Source: an optimization exercise on an open RTL-to-GDS flow (aim: a short achievable clock period and few clock cycles). Production flows keep margins and buffers that such runs may drop. In this exercise RTL edits were held to simulation tests only and were not proved equivalent to the original. Power is estimated from default activity; no workload was simulated.

==> flow/design.v <==
module SingleCycleMIPS(clk,
                       rst_n,
                       IR_addr,
                       IR,
                       ReadDataMem,
                       CEN,
                       WEN,
                       A,
                       Data2Mem,
                       OEN);
input         clk, rst_n;
input  [31:0] IR;
output [31:0] IR_addr;
input  [31:0] ReadDataMem;
output        CEN;
output        WEN;
output  [6:0] A;
output [31:0] Data2Mem;
output        OEN;
integer i;
reg rst_q;
always @(posedge clk) rst_q <= rst_n;
reg  [31:0] pc;
reg  [31:0] pco;                         
reg  [31:0] ir_d, pc_d, pc4_d, ptgt_d;
reg         v_d, ptk_d;
reg  [15:0] bhit_d;
reg         v_e, wr_e, ld_e, br_e, bne_e, jr_e, ptk_e, bst_e, bsm_e;
reg  [5:0]  bix_e;
reg  [4:0]  dst_e;
reg  [31:0] a_e, b_e, bs_e, pc_e, pc4_e, tgt_e, ptgt_e;
reg  [15:0] bhit_e;
reg  [6:0]  op_e;                        
reg         wr_w, ld_w;
reg  [4:0]  dst_w;
reg  [31:0] res_w, ld_data_w;
reg  [31:0] REG [0:31];
reg  [31:0] zf;                          
reg  [31:0] ra_p;                        
reg  [1:0]  bht [0:63];                  
reg          bv   [0:15];
reg  [31:0]  btag [0:15];
reg  [31:0]  btgt [0:15];
reg  [1:0]   bctr [0:15];
reg  [3:0]   brep;
reg          u_v, u_tk, u_jr;
reg  [15:0]  u_hit;
reg  [31:0]  u_pc, u_tgt;
reg         cen_r, wen_r, oen_r;
reg  [6:0]  a_r;
reg  [31:0] d2m_r;
assign IR_addr  = pco;
assign CEN      = cen_r;
assign WEN      = wen_r;
assign OEN      = oen_r;
assign A        = a_r;
assign Data2Mem = d2m_r;
wire [31:0] pc4  = pc + 32'd4;
reg  [15:0] f_hit, f_bt;
reg  [31:0] b_tgt;
always @(*) begin
    b_tgt = 32'd0;
    for (i = 0; i < 16; i = i + 1) begin
        f_hit[i] = bv[i] && (btag[i] == pc);
        f_bt[i]  = f_hit[i] && bctr[i][1];
        b_tgt    = b_tgt | ({32{f_bt[i]}} & btgt[i]);
    end
end
wire        b_tk = |f_bt;
wire        alloc = u_v && u_tk && !(|u_hit);
wire [15:0] amask = {16{alloc}} & (16'd1 << brep);
wire        dec_jmp  = (IR[31:27] == 5'b00001);
wire        dec_jr31 = (IR[31:26] == 6'h00) && (IR[5:0] == 6'h08) && (IR[25:21] == 5'd31);
wire        dec_tk   = dec_jmp || dec_jr31;
wire [31:0] dec_tgt  = dec_jmp ? {pc[31:28], IR[25:0], 2'b00} : ra_p;
wire        f_tk     = b_tk || dec_tk;
wire [31:0] x = a_e;
wire [31:0] y = b_e;
wire        sub = op_e[1] | op_e[4];
wire [31:0] sum = x + bs_e + {31'd0, sub};    
wire [31:0] shl = x << y[4:0];
wire [31:0] shr = x >> y[4:0];
wire [31:0] alu = ({32{op_e[0] | op_e[1]}} & sum)
                | ({32{op_e[2]}} & (x & y))
                | ({32{op_e[3]}} & (x | y))
                | ({32{op_e[4]}} & {31'd0, sum[31]})
                | ({32{op_e[5]}} & shl)
                | ({32{op_e[6]}} & shr);
wire        ez_as = ~|((x ^ bs_e) ^ {x[30:0] | bs_e[30:0], sub});
wire        e_z   = op_e[4] ? !sum[31] : ez_as;
wire        e_rz  = ld_e ? (ReadDataMem == 32'd0) :
                    ((op_e[0] | op_e[1]) & ez_as) | (op_e[4] & !sum[31]) |
                    (op_e[2] & ((x & y) == 32'd0)) | (op_e[3] & ((x | y) == 32'd0)) |
                    (op_e[5] & (shl == 32'd0)) | (op_e[6] & (shr == 32'd0));
wire        e_brtk = (x == y) ^ bne_e;
wire        mis    = v_e && (br_e ? (e_brtk != ptk_e) : jr_e ? (!ptk_e || x != ptgt_e) : 1'b0);
wire [31:0] e_npc  = jr_e ? x : e_brtk ? tgt_e : pc4_e;
wire [5:0]  op = ir_d[31:26];
wire [4:0]  rs = ir_d[25:21];
wire [4:0]  rt = ir_d[20:16];
wire [4:0]  rd = ir_d[15:11];
wire [4:0]  sh = ir_d[10:6];
wire [5:0]  fn = ir_d[5:0];
wire [31:0] simm = {{16{ir_d[15]}}, ir_d[15:0]};
wire is_r   = (op == 6'h00);
wire is_jr  = is_r && (fn == 6'h08);
wire is_sh  = is_r && (fn == 6'h00 || fn == 6'h02);
wire is_alu = is_r && !is_jr;
wire is_addi= (op == 6'h08);
wire is_lw  = (op == 6'h23);
wire is_sw  = (op == 6'h2b);
wire is_beq = (op == 6'h04);
wire is_bne = (op == 6'h05);
wire is_br  = is_beq || is_bne;
wire is_j   = (op == 6'h02);
wire is_jal = (op == 6'h03);
wire is_jmp = is_j || is_jal;
wire        d_wr  = is_alu || is_addi || is_lw || is_jal;
wire [4:0]  d_dst = is_alu ? rd : is_jal ? 5'd31 : rt;
wire [31:0] val_w = ld_w ? ld_data_w : res_w;
wire [31:0] rs_v = (wr_w && dst_w == rs) ? val_w : REG[rs];
wire [31:0] rt_v = (wr_w && dst_w == rt) ? val_w : REG[rt];
wire e_s = v_e && wr_e && (dst_e == rs);
wire e_t = v_e && wr_e && (dst_e == rt);
wire [4:0]  sa   = is_sh ? rt : rs;
wire        e_a  = v_e && wr_e && (dst_e == sa);
wire [31:0] ra_v = is_sh ? rt_v : rs_v;
wire [31:0] av   = ({32{e_a && (op_e[0] | op_e[1])}} & sum)
                 | ({32{e_a && op_e[2]}} & (x & y))
                 | ({32{e_a && op_e[3]}} & (x | y))
                 | ({32{e_a && op_e[4]}} & {31'd0, sum[31]})
                 | ({32{e_a && op_e[5]}} & shl)
                 | ({32{e_a && op_e[6]}} & shr)
                 | ({32{e_a && ld_e}} & ReadDataMem)
                 | ({32{!e_a}} & ra_v);
wire [31:0] bv_  = ({32{e_t && (op_e[0] | op_e[1])}} & sum)
                 | ({32{e_t && op_e[2]}} & (x & y))
                 | ({32{e_t && op_e[3]}} & (x | y))
                 | ({32{e_t && op_e[4]}} & {31'd0, sum[31]})
                 | ({32{e_t && op_e[5]}} & shl)
                 | ({32{e_t && op_e[6]}} & shr)
                 | ({32{e_t && ld_e}} & ReadDataMem)
                 | ({32{!e_t}} & rt_v);
wire        stall = v_d && (is_lw || is_sw) && e_s && !ld_e;
wire [31:0] base = e_s ? ReadDataMem : rs_v;
wire [8:0]  addr = base[8:0] + simm[8:0];
wire        oth_z = e_s ? zf[rt] : zf[rs];
wire        d_res = is_br && (e_s != e_t) && !ld_e && (op_e[0] | op_e[1] | op_e[4]) && oth_z;
wire        known = |bhit_d;
wire        st_tk = (rs == rt) ? is_beq : ((ir_d[15] || is_bne) ^ bht[pc_d[7:2]][1]);
wire        p_tk  = known ? ptk_d : st_tk;
wire        go   = v_d && !mis && !stall;
wire [31:0] btg  = pc4_d + {simm[29:0], 2'b00};
wire [31:0] jtg  = {pc_d[31:28], ir_d[25:0], 2'b00};
wire        tk1  = d_res ? !is_bne : p_tk;
wire        tk0  = d_res ?  is_bne : p_tk;
wire        rd1  = go && (is_br ? (tk1 != ptk_d) : is_jmp ? !ptk_d : is_jr ? 1'b0 : ptk_d);
wire        rd0  = go && (is_br ? (tk0 != ptk_d) : is_jmp ? !ptk_d : is_jr ? 1'b0 : ptk_d);
wire [31:0] dn1  = is_jmp ? jtg : (is_br && tk1) ? btg : pc4_d;
wire [31:0] dn0  = is_jmp ? jtg : (is_br && tk0) ? btg : pc4_d;
wire        fu1  = !(mis || stall || rd1);
wire        fu0  = !(mis || stall || rd0);
wire [31:0] o1   = mis ? e_npc : stall ? pc : dn1;
wire [31:0] o0   = mis ? e_npc : stall ? pc : dn0;
wire [31:0] oo1  = mis ? e_npc : stall ? pco : dn1;
wire [31:0] oo0  = mis ? e_npc : stall ? pco : dn0;
wire        d_tk = e_z ? tk1 : tk0;
wire        d_rd = e_z ? rd1 : rd0;
wire [31:0] npc, npo;
nsel n_pc (.z(e_z), .dk(dec_tk), .dt(dec_tgt), .bk(b_tk), .bt(b_tgt), .p4(pc4),
           .u1(fu1), .o1(o1), .u0(fu0), .o0(o0), .y(npc));
nsel n_po (.z(e_z), .dk(dec_tk), .dt(dec_tgt), .bk(b_tk), .bt(b_tgt), .p4(pc4),
           .u1(fu1), .o1(oo1), .u0(fu0), .o0(oo0), .y(npo));
always @(posedge clk) begin
    if (!stall) begin
        ir_d   <= IR;
        pc_d   <= pc;
        pc4_d  <= pc4;
        ptk_d  <= f_tk;
        ptgt_d <= b_tk ? b_tgt : ra_p;
    end
    bhit_d <= (stall ? bhit_d : f_hit) & ~amask;
    wr_e   <= d_wr;
    ld_e   <= is_lw;
    br_e   <= is_br;
    bne_e  <= is_bne;
    jr_e   <= is_jr;
    ptk_e  <= is_br ? d_tk : (ptk_d || is_jmp);
    pc_e   <= pc_d;
    bhit_e <= bhit_d & ~amask;
    bst_e  <= (rs == rt) ? 1'b1 : (ir_d[15] || is_bne);    
    bix_e  <= pc_d[7:2];
    bsm_e  <= (rs == rt);
    ptgt_e <= ptgt_d;
    tgt_e  <= btg;
    pc4_e  <= pc4_d;
    dst_e  <= d_dst;
    a_e    <= is_jal ? pc4_d : av;
    b_e    <= is_addi ? simm : is_sh ? {27'd0, sh} : is_jal ? 32'd0 : bv_;
    bs_e   <= is_addi ? simm : is_jal ? 32'd0 : (is_alu && (fn == 6'h22 || fn == 6'h2a)) ? ~bv_ : bv_;
    op_e   <= {is_alu && fn == 6'h02,
               is_alu && fn == 6'h00,
               is_alu && fn == 6'h2a,
               is_alu && fn == 6'h25,
               is_alu && fn == 6'h24,
               is_alu && fn == 6'h22,
               (is_alu && fn == 6'h20) || is_addi || is_jal};
    a_r    <= addr[8:2];
    d2m_r  <= bv_;
    ld_w      <= ld_e;
    dst_w     <= dst_e;
    res_w     <= alu;
    ld_data_w <= ReadDataMem;
    u_tk  <= br_e ? e_brtk : 1'b1;
    u_jr  <= jr_e;
    u_hit <= bhit_e & ~amask;
    u_pc  <= pc_e;
    u_tgt <= jr_e ? x : tgt_e;
    if (!rst_n) begin
        pc    <= 32'd0;
        pco   <= 32'd0;
        v_d   <= 1'b0;
        v_e   <= 1'b0;
        wr_w  <= 1'b0;
        u_v   <= 1'b0;
        cen_r <= 1'b1;
        wen_r <= 1'b1;
        oen_r <= 1'b0;
    end else begin
        pc    <= npc;
        pco   <= npo;
        v_d   <= mis ? 1'b0 : stall ? 1'b1 : !d_rd;
        v_e   <= go;
        wr_w  <= v_e && wr_e;
        u_v   <= v_e && (br_e || jr_e);
        cen_r <= !(go && (is_lw || is_sw));
        wen_r <= !(go && is_sw);
        oen_r <= go && is_sw;
    end
end
always @(posedge clk) begin
    if (!rst_q) begin
        for (i = 0; i < 32; i = i + 1) REG[i] <= 32'd0;
        for (i = 0; i < 64; i = i + 1) bht[i] <= 2'd1;
        for (i = 0; i < 16; i = i + 1) bv[i] <= 1'b0;
        brep <= 4'd0;
        zf   <= 32'hffffffff;
        ra_p <= 32'd0;
    end else begin
        if (wr_w) REG[dst_w] <= val_w;
        if (v_e && wr_e) zf[dst_e] <= e_rz;
        if (v_d && is_jal) ra_p <= pc4_d;
        if (u_v) begin
            for (i = 0; i < 16; i = i + 1) begin
                if (u_hit[i]) begin
                    bctr[i] <= u_tk ? (bctr[i] == 2'd3 ? 2'd3 : bctr[i] + 2'd1)
                                    : (bctr[i] == 2'd0 ? 2'd0 : bctr[i] - 2'd1);
                    if (u_jr) btgt[i] <= u_tgt;
                end
            end
            if (alloc) begin
                bv[brep]   <= 1'b1;
                btag[brep] <= u_pc;
                btgt[brep] <= u_tgt;
                bctr[brep] <= 2'd2;
                brep       <= brep + 4'd1;
            end
        end
        if (v_e && br_e && !bsm_e) begin
            if (e_brtk == bst_e) bht[bix_e] <= (bht[bix_e] == 2'd0) ? 2'd0 : bht[bix_e] - 2'd1;
            else                 bht[bix_e] <= (bht[bix_e] == 2'd3) ? 2'd3 : bht[bix_e] + 2'd1;
        end
    end
end
endmodule
module nsel (z, dk, dt, bk, bt, p4, u1, o1, u0, o0, y);
input         z, dk, bk, u1, u0;
input  [31:0] dt, bt, p4, o1, o0;
output [31:0] y;
wire [31:0] e1 = u1 ? (bk ? bt : p4) : o1;
wire [31:0] e0 = u0 ? (bk ? bt : p4) : o0;
wire [31:0] y1 = (u1 && !bk && dk) ? dt : e1;
wire [31:0] y0 = (u0 && !bk && dk) ? dt : e0;
assign y = z ? y1 : y0;
endmodule
==> flow/flow/run.sh <==
#!/bin/bash
set -euo pipefail
export SETUP_SLACK_MARGIN=9.2
export BUFFER_PORTS_ARGS="-buffer_cell sky130_fd_sc_hd__buf_8"
bash standard.sh finish > flow.log 2>&1
==> flow/standard.sh <==
#!/bin/bash
# synth_recipe.tcl (not shown) runs the flow's synth.tcl, then flattens the netlist and writes it again
# the make line also repeats each setting of config.mk as NAME=value (left out here)
make -C /OpenROAD-flow-scripts/flow DESIGN_CONFIG=/design/flow/config.mk WORK_HOME=/design/flow/orfs CLKGATE_MAP_FILE= SYNTH_SCRIPT=/design/flow/synth_recipe.tcl "${@:-finish}"
==> flow/config.mk <==
export PLATFORM = sky130hd
export DESIGN_NAME = SingleCycleMIPS
export DESIGN_NICKNAME = SingleCycleMIPS
export VERILOG_FILES = /design/flow/design.v
export SDC_FILE = /design/flow/constraint.sdc
export NUM_CORES = 8
export LEC_CHECK = 0
export ABC_CLOCK_PERIOD_IN_PS = 1000
export CAP_MARGIN = 20
export CORE_MARGIN = 2
export CORE_UTILIZATION = 35
export SLEW_MARGIN = 20
export SYNTH_HIERARCHICAL = 1
export SYNTH_MINIMUM_KEEP_SIZE = 0
==> flow/constraint.sdc <==
create_clock -name core_clock -period 13.0 [get_ports {clk}]
set_input_delay 2.6000 -clock core_clock [delete_from_list [all_inputs] [get_ports {clk}]]
set_output_delay 2.6000 -clock core_clock [all_outputs]
set_load 0.01 [all_outputs]
==> flow_metrics.env <==
export IMPL_cts_buffers=326
export IMPL_p_sw_share_pct=26.61
export IMPL_path_max_fanout=7
export IMPL_met1_length_mm=213.9
export IMPL_grt_pass1_wl_mm=795.0
export IMPL_ys_flop_type="edfxtp_1"
export IMPL_cts_tree="built"
export IMPL_synth_edff_count=2303
export IMPL_yosysWarnings=7
export IMPL_avgRoutedWirePerCell_microns=33.78
export IMPL_r2r_cells=20
export IMPL_cp_arrival_ns=5.38
export IMPL_drc=0
export IMPL_numClockSinks=2970
export IMPL_layout_commonest_cell="edfxtp_1"
export IMPL_portBuffers=139
export IMPL_drive_above_1_share_pct=26.14
export IMPL_antenna_found_initial=37
export IMPL_hold_class="reg -> reg"
export IMPL_wl_met2_mm=252.7
export IMPL_grt_usage_pct=27.10
export IMPL_syn_area_sq_um=143200
export IMPL_synthTopCellsByArea="edfxtp_1 48%, mux4_2 12%, dfxtp_1 9.3%"
export IMPL_pin_count=140
export IMPL_seqPwrFrac_pct=46.3
export IMPL_ys_seq_area_share_pct=57.61
export IMPL_p_switching_mw=6.152
export IMPL_combPwrFrac_pct=13.3
export IMPL_floorplan_initialDensity_pct=35.22
export IMPL_layout_min_cycle_time_ns=4.535
export IMPL_p_int_mw=16.97
export IMPL_clock_fmax_mhz=220.5
export IMPL_crit_required_ns=13.85
export IMPL_mostFrequentLayoutCells="2303 x edfxtp_1, 1383 x nor2_1, 757 x nand2_1"
export IMPL_final_hold_viol_count=0
export IMPL_worstMarginPinSlew_ns=1.248
export IMPL_synth_top_cell_area_share_pct=48.29
export IMPL_grt_ovfl_total=0
export IMPL_finalClockSkew_ns=0.08931
export IMPL_insertion_delay_ns=1.00
export IMPL_end_kind="flop"
export IMPL_dr_pass1_iters=6
export IMPL_synth_nets=11400
export IMPL_cts_root_buf="clkbuf_16"
export IMPL_rsz0062_at_grt="true"
export IMPL_async_flop_share_pct=0
export IMPL_status="timing/DRC/antenna clean"
export IMPL_area_delta_synth_final_pct=20.96
export IMPL_startpoint_type="flop"
export IMPL_period_share_pct=34.89
export IMPL_dieHeight_microns=643.7
export IMPL_cts_max_path_buffers=4
export IMPL_grt_max_degree=102
export IMPL_avgSynthCellArea_sq_um=12.83
export IMPL_htreeDepth=5
export IMPL_drt_total_wl_mm=583.4
export IMPL_rows=234
export IMPL_vias=105300
export IMPL_ir_drop_mv=0.1251
export IMPL_leakage_nw=60.16
export IMPL_die_area_sq_um=414300
export IMPL_clk_pin_slew_ns=0.06
export IMPL_nNetsFinal=11780
export IMPL_slew_headroom_pct=15.94
export IMPL_first_iter_violations=15940
export IMPL_fp_dieW_microns=643.7
export IMPL_via_per_inst=6.098
export IMPL_core_sq_um=406700
export IMPL_yosys_area_top_type="edfxtp_1"
export IMPL_path_class="reg -> reg"
export IMPL_fin_setup_tns_ns=0
export IMPL_max_cap_violations=0
export IMPL_drtAntennaViolNets=0
export IMPL_place_gp_congestion=0.9719
export IMPL_total_power_mw=23.12
export IMPL_grt_pass1_vias=99720
export IMPL_netlist_instances=11160
export IMPL_synth_cell_types=91
export IMPL_whs_path_depth=0
export IMPL_pwr_share_clk_pct=40.4
export IMPL_dr_max_layer_used="met5"
export IMPL_setup_viol=0
export IMPL_powerDensity_nw_per_um2=133.5
export IMPL_ys_ff_latch=2970
export IMPL_final_max_slew_viol_count=0
export IMPL_dp_hpwl_mm=340.4
export IMPL_dr_wl_met3_mm=71.11
==> state kept, by name, indices dropped and copies added (netlist names), 128 cells and up, named ones only <==
signal / count
REG: 1024
btag: 512
btgt: 512
bht: 128
==> per-layer routing <==
metal  vias up  track usage [%]
met5         -                0
met1     53360            34.80
met2      7433            40.39
met3      1671            7.095
li1      42820                -
met4        22            17.81
==> critical path: stages (launching register included) <==
cell      delay [ns]
edfxtp_1        0.43
xnor2_1         0.19
nand3_2         0.12
or4_4           0.51
buf_12          0.16
mux2_4          0.37
mux2i_2         0.18
a221oi_2        0.31
a21oi_2         0.07
a211o_4         0.39
buf_6           0.13
a21oi_4         0.18
buf_12          0.14
or3_4           0.12
nand3_4         0.11
buf_6           0.15
mux2i_4         0.26
buf_6           0.18
buf_12          0.15
o21ai_2         0.06
and2_1          0.16
==> synth_stat cells, types with 20 or more instances <==
cell type	number
nand2_1	844
a22o_1	95
or2_2	38
a221oi_1	101
a211o_1	20
edfxtp_1	2303
o21ai_1	66
nor2_1	1409
mux2_2	82
nand4_1	169
and2_1	118
clkbuf_1	694
xor2_1	222
nor2b_1	101
nor4_1	113
a21boi_0	46
nand3_1	161
a21o_1	88
and3_1	43
nor3b_1	24
nor3_1	67
mux4_2	735
or3_1	23
ha_1	172
mux2i_1	211
nand2b_1	44
a31oi_1	47
o21ai_0	310
nand4b_1	22
a211oi_1	274
buf_2	66
dfxtp_1	667
inv_1	245
o311ai_0	20
a21oi_1	247
xnor2_1	471
buf_1	130
mux2_4	61
o21a_1	70
o211ai_1	95
a22oi_1	215
==> cells by family (layout without fill, tap and decap cells) <==
kind of cell    after synthesis  in the layout  synth area share (%)
buf+inv                    1170           1809                 3.277
simple gates               3228           3235                 10.10
flops                      2970           2970                 57.61
compound gates             1830           1830                 8.852
xor+xnor                    694            694                 4.254
mux                        1091           1093                 14.35
fa+ha+maj                   177            179                 1.559
other cells                   0             31                     0
==> worst paths after layout <==
path,from,endpoint,slack (ns)
worst min-delay path,pc_e[12]$_DFF_P_,u_pc[12]$_DFF_P_,0.32
worst max register to register,ir_d[21]$_DFFE_PN_,pco[13]$_SDFF_PN0_,8.46
worst min register to register,pc_e[12]$_DFF_P_,u_pc[12]$_DFF_P_,0.32
worst max-delay path,ir_d[21]$_DFFE_PN_,pco[13]$_SDFF_PN0_,8.46
==> per-module statistics from Yosys, one instance, submodules excluded <==
module | flops+latches | copies in the design
SingleCycleMIPS | 2970 | 1
nsel | 0 | 2
==> power by group through the flow <==
stage,Combinational (mW),Clock (mW),Sequential [mW]
floorplan,1.56,0,10.8
global placement,2.51,0,10.9
detailed placement,2.50,0,10.9
CTS,2.85,9.37,10.7
global route,3.14,9.72,10.7
finish,3.07,9.33,10.7
==> cell type report <==
cell class / count / area [sq um]
timing repair buffer: 961 / 11970
sequential: 2970 / 82880
antenna: 31 / 77.57
clock inverter: 137 / 1390
inverter: 250 / 998.5
clock buffer: 460 / 9161
timing repair inverter: 1 / 8.758
multi-input combinational: 7031 / 59960
fill: 36740 / 233400
tap: 5428 / 6792
==> metrics by stage <==
step | util (%) | hold slack, ns | setup WS (ns) | area, sq um | std cells
after floorplan | - | 0.3096 | 8.607 | 143400 | 11160
after global placement | 37.40 | 0.3097 | 6.801 | 152100 | 16140
after detailed placement | 37.41 | 0.3121 | 6.786 | 152100 | 16140
after CTS | 41.83 | 0.3239 | 8.504 | 170100 | 17070
after global routing | 42.59 | 0.3265 | 8.376 | 173200 | 17260
final | 42.60 | 0.3167 | 8.465 | 173200 | 17270
==> timing repair <==
action,in CTS,in global routing
pin swaps,122,153
hold buffers,0,0
hold endpoints to repair,0,0
resized for setup,821,312
cloned,62,14
endpoints found under the setup margin,1194,533
setup buffers,269,149
Testbench counts, summed over its fixed seeds: cycles 151,181.

-- afterwards: timing with drivers on the ports --
No port has a modelled driver above. Below, the same layout with a new extraction and two added sets of constraints.
Step 1: set_driving_cell puts a clkbuf_16 on clk and a buf_2 on each other input, an assumption about the parent block.
Step 2 times the ports against the registers' clock, not the clock port: input delays grow and output delays shrink by t, the midpoint of the rising clock arrivals with the driver on.
a / b / c = no drivers / after step 1 / after step 2; a / b = the first two.
shift t [ns]: 1.065
slack for setup (ns): 8.465 / 8.465 / 7.538
hold WS [ns]: 0.317 / 0.317 / 0.317
worst register clock-pin slew, ns: 0.08 / 0.08
After both steps this run still meets setup and hold. The setup slack of this run moves by 0.000 ns with the drivers and by -0.927 ns with both steps.
